What follows belongs to an exercise in optimizing a design on an open flow for small area and a short achievable clock period; a production flow would make more cautious choices.
Function was checked by simulation only, so behaviour that the tests miss may differ from the original.
Power and IR drop assume default switching activity.

Design residual_block, start of the top module:
module residual_block (
    input clk,
    input rst,
    input start,
    output reg done,
    input  signed [127:0] input_tensor,
    input  [7:0]  conv1_weights_flat,
    input  [7:0]  conv1_bias_flat,
    input  [31:0] conv2_weights_flat,
    input  [7:0]  conv2_bias_flat,
    input  [7:0]  conv3_weights_flat,
    input  [7:0]  conv3_bias_flat,
    input  [7:0]  conv_shortcut_weights_flat,
    input  [7:0]  conv_shortcut_bias_flat,
    output reg signed [71:0] output_tensor
);
Size: roughly 1500 cells after synthesis, roughly 280 flip-flops, ~290 I/O pins, ~0.018 mm^2 of cells after synthesis.
export LEC_CHECK = 0
export CAP_MARGIN = 20
export CORE_MARGIN = 2
export CORE_UTILIZATION = 40
export SLEW_MARGIN = 20
export SYNTH_HIERARCHICAL = 1
create_clock -name core_clock -period 10.0 [get_ports {clk}]
standard.sh (not shown) runs the stock make flow with config.mk's settings and CLKGATE_MAP_FILE= SYNTH_SCRIPT=/design/flow/synth_recipe.tcl, a recipe that flattens the netlist after the stock synthesis.
==> flow/flow/run.sh <==
#!/bin/bash
set -euo pipefail
export BUFFER_PORTS_ARGS="-buffer_cell sky130_fd_sc_hd__buf_1"
export SETUP_SLACK_MARGIN=6.7
export TNS_END_PERCENT=0
bash standard.sh > standard_flow.log 2>&1
Next try:
CORE_UTILIZATION = 65   (was 40)
Outcome: Register-to-register slack gets worse by 0.03 ns. Synthesized area stays the same. Total power goes up slightly. Hold slack degrades by 0.0072 ns. Non-clock buffer count came out higher by 2. First-iteration DRC count grows by a quarter to a third. Critical path depth decreases by 1. Wire length fell slightly. Global-route usage is higher by 12 points. Worst setup slack got worse by 0.027 ns.
Next try:
CTS_CLUSTER_DIAMETER = 150   (was not set)
CTS_CLUSTER_SIZE = 24   (was not set)
Non-clock buffer count is unchanged.
Total power goes down by 6.7%.
Routed wire length fell by 2.6%.
Via count is lower by 1.6%.
Die area is unchanged.
Setup slack gains 0.034 ns.
Worst hold slack is better by 0.0092 ns.
Synthesized area does not change.

Setup of v39:
Starting RTL as in the previous note.
export LEC_CHECK = 0
export CAP_MARGIN = 20
export CORE_MARGIN = 2
export CORE_UTILIZATION = 40
export CTS_CLUSTER_DIAMETER = 200
export CTS_CLUSTER_SIZE = 30
export SLEW_MARGIN = 20
export SYNTH_HIERARCHICAL = 1
create_clock -name core_clock -period 10.0 [get_ports {clk}]
Scripts as last shown in full above: flow/flow/run.sh
v39 finished end to end and its layout was clean on timing, DRC and antenna.
## Diff of input files: v12 against v39
- changing CTS_CLUSTER_SIZE from 30 to 24
- changing CTS_CLUSTER_DIAMETER from 200 to 150
- changing CORE_UTILIZATION from 40 to 65
### Flow results
Going from v39 to v12, summed area of non-filler cells in the final layout has decreased, die outline width has decreased.
v12 reports a lower relative slew slack than v39 does.
NOTE: non-clock buffer count in v12 exceeds that of v39
[inputs] v50 vs v12
- setting GPL_TIMING_DRIVEN to 1 for the first time
==> summary.txt <==
Re netlist area before placement: no difference whatsoever between v50 and v12.
v12 -> v50: share of the final layout cell area in sequential cells flat
Reported for v50 and v12, total count of max-transition violations in the final report turned out identical to the last digit.
On worst slew margin relative to its limit, v50 and v12 are basically level.
There was hardly any difference in area growth from synthesis to layout between v50 and v12.
There was hardly any difference in register share of total power between v12 and v50.
Re number of I/O pins: no difference whatsoever between v12 and v50.
v50 -> v12: die area delta 0, exact match
Per the comparison of v50 with v12, critical path depth now sits at about the same level; part of the power in the clock network now sits at about the same level; worst hold slack now sits at about the same level.
Modified inputs, v6 compared to v50
- CTS_CLUSTER_DIAMETER: 150 -> 200
- GPL_TIMING_DRIVEN: 1 -> unset
- CTS_CLUSTER_SIZE: 24 -> 30
==> comparison <==
v6 -> v50: global-route wire length before repair flat
Between v50 and v6, the post-layout instance area does not differ in any meaningful way.
Diff v50 -> v6: routed wire length on met2 now sits higher; floorplan die width stayed essentially flat; core utilization level.
The actual slew at the worst max-slew pin reported for v6 is smaller than that of v50 by 6.3 ps.
Between v50 and v6, the worst vdd rail ir drop is lower for v50.
v6 against v50: final cell count without fillers now sits at about the same level; via count now sits at about the same level.
Taking v50 as the reference point, the combinational cell fraction of total power of v6 rises by 0.3 points.
Between v6 and v50, it is v6 whose worst hold slack is higher, by 4.3 ps.

run a:
residual_block again, from the RTL that the note above started with.
// residual_block
module residual_block (
    input clk,
    input rst,
    input start,
    output reg done,
    input  signed [127:0] input_tensor,
    input  [7:0]  conv1_weights_flat,
    input  [7:0]  conv1_bias_flat,
    input  [31:0] conv2_weights_flat,
    input  [7:0]  conv2_bias_flat,
    input  [7:0]  conv3_weights_flat,
    input  [7:0]  conv3_bias_flat,
    input  [7:0]  conv_shortcut_weights_flat,
    input  [7:0]  conv_shortcut_bias_flat,
    output reg signed [71:0] output_tensor
);
==> flow/config.mk <==
export PLATFORM = sky130hd
export DESIGN_NAME = residual_block
export DESIGN_NICKNAME = residual_block
export VERILOG_FILES = /design/flow/design.v
export SDC_FILE = /design/flow/constraint.sdc
export NUM_CORES = 4
export LEC_CHECK = 0
export CAP_MARGIN = 20
export CORE_MARGIN = 2
export CORE_UTILIZATION = 65
export CTS_CLUSTER_DIAMETER = 150
export CTS_CLUSTER_SIZE = 24
export SLEW_MARGIN = 20
export SYNTH_HIERARCHICAL = 1
==> flow/constraint.sdc <==
create_clock -name core_clock -period 10.0 [get_ports {clk}]
set_input_delay 2.0000 -clock core_clock [delete_from_list [all_inputs] [get_ports {clk}]]
set_output_delay 2.0000 -clock core_clock [all_outputs]
set_load 0.01 [all_outputs]
==> flow/flow/run.sh <==
#!/bin/bash
set -euo pipefail
export BUFFER_PORTS_ARGS="-buffer_cell sky130_fd_sc_hd__buf_1"
export SETUP_SLACK_MARGIN=6.85
export TNS_END_PERCENT=0
bash standard.sh > standard_flow.log 2>&1
diff inputs: run a => run b
Settings: CORE_UTILIZATION changed from 65 to 40.
==> flow/flow/run.sh <==
#!/bin/bash
set -euo pipefail
export BUFFER_PORTS_ARGS="-buffer_cell sky130_fd_sc_hd__buf_1"
export SETUP_SLACK_MARGIN=6.7
export TNS_END_PERCENT=0
bash standard.sh > standard_flow.log 2>&1
==> summary.txt <==
Going from run a to run b, the relative area of non-clock buffer cells in the final design was found to have gone down by 0.16 points. In the metrics for run b and run a, the one carrying the higher cell count is run b. Looking at layout overhead on the synthesized area across run b and run a, the one that comes out higher is run b. Critical path depth is higher on run b. The worst setup path startpoint comes out Cp[3]$_DFFE_PN_ in one run and S2[10]$_DFF_P_ in the other, namely in run a and run b respectively. | total non-filler cell area in the finished layout | run b vs run a | worse |.

what the ideal ports hide:
Ports are ideal in the flow. The routed layouts listed here were re-timed in OpenROAD.
Step 1 (the two cells are an assumption about what drives the block):
set clk [get_ports {clk}]
set_driving_cell -lib_cell sky130_fd_sc_hd__clkbuf_16 $clk
set_driving_cell -lib_cell sky130_fd_sc_hd__buf_2 [delete_from_list [all_inputs] $clk]
Step 2 adds t to the input delays and takes it off the output delays; t is the mean of the earliest and latest rising clock arrival at the registers after step 1. Input paths then give back, and output paths get back, about the clock's delay inside the block.
Slacks: ideal ports / drivers / drivers and shift; pairs: ideal ports / drivers.
| run | t (ns) | setup WS [ns] | worst register clock-pin slew, ns | worst data-port slew with drivers (ns) |
|---|---|---|---|---|
| the first run of note 1 | 0.611 | 6.607 / 6.607 / 6.321 | 0.06 / 0.06 | 0.07 |
| the second run of note 1 | 0.599 | 6.579 / 6.579 / 6.315 | 0.07 / 0.07 | 0.07 |
| the third run of note 1 | 0.540 | 6.613 / 6.613 / 6.321 | 0.10 / 0.10 | 0.08 |
| v39 | 0.550 | 6.589 / 6.589 / 6.347 | 0.12 / 0.12 | 0.07 |
| v12 | 0.540 | 6.613 / 6.613 / 6.321 | 0.10 / 0.10 | 0.08 |
| v50 | 0.540 | 6.613 / 6.613 / 6.321 | 0.10 / 0.10 | 0.08 |
| v6 | 0.549 | 6.608 / 6.608 / 6.337 | 0.12 / 0.12 | 0.07 |
| run a | 0.541 | 6.545 / 6.545 / 6.324 | 0.10 / 0.10 | 0.07 |
| run b | 0.553 | 6.581 / 6.581 / 6.333 | 0.10 / 0.10 | 0.07 |
After both steps every run listed still meets setup and hold.
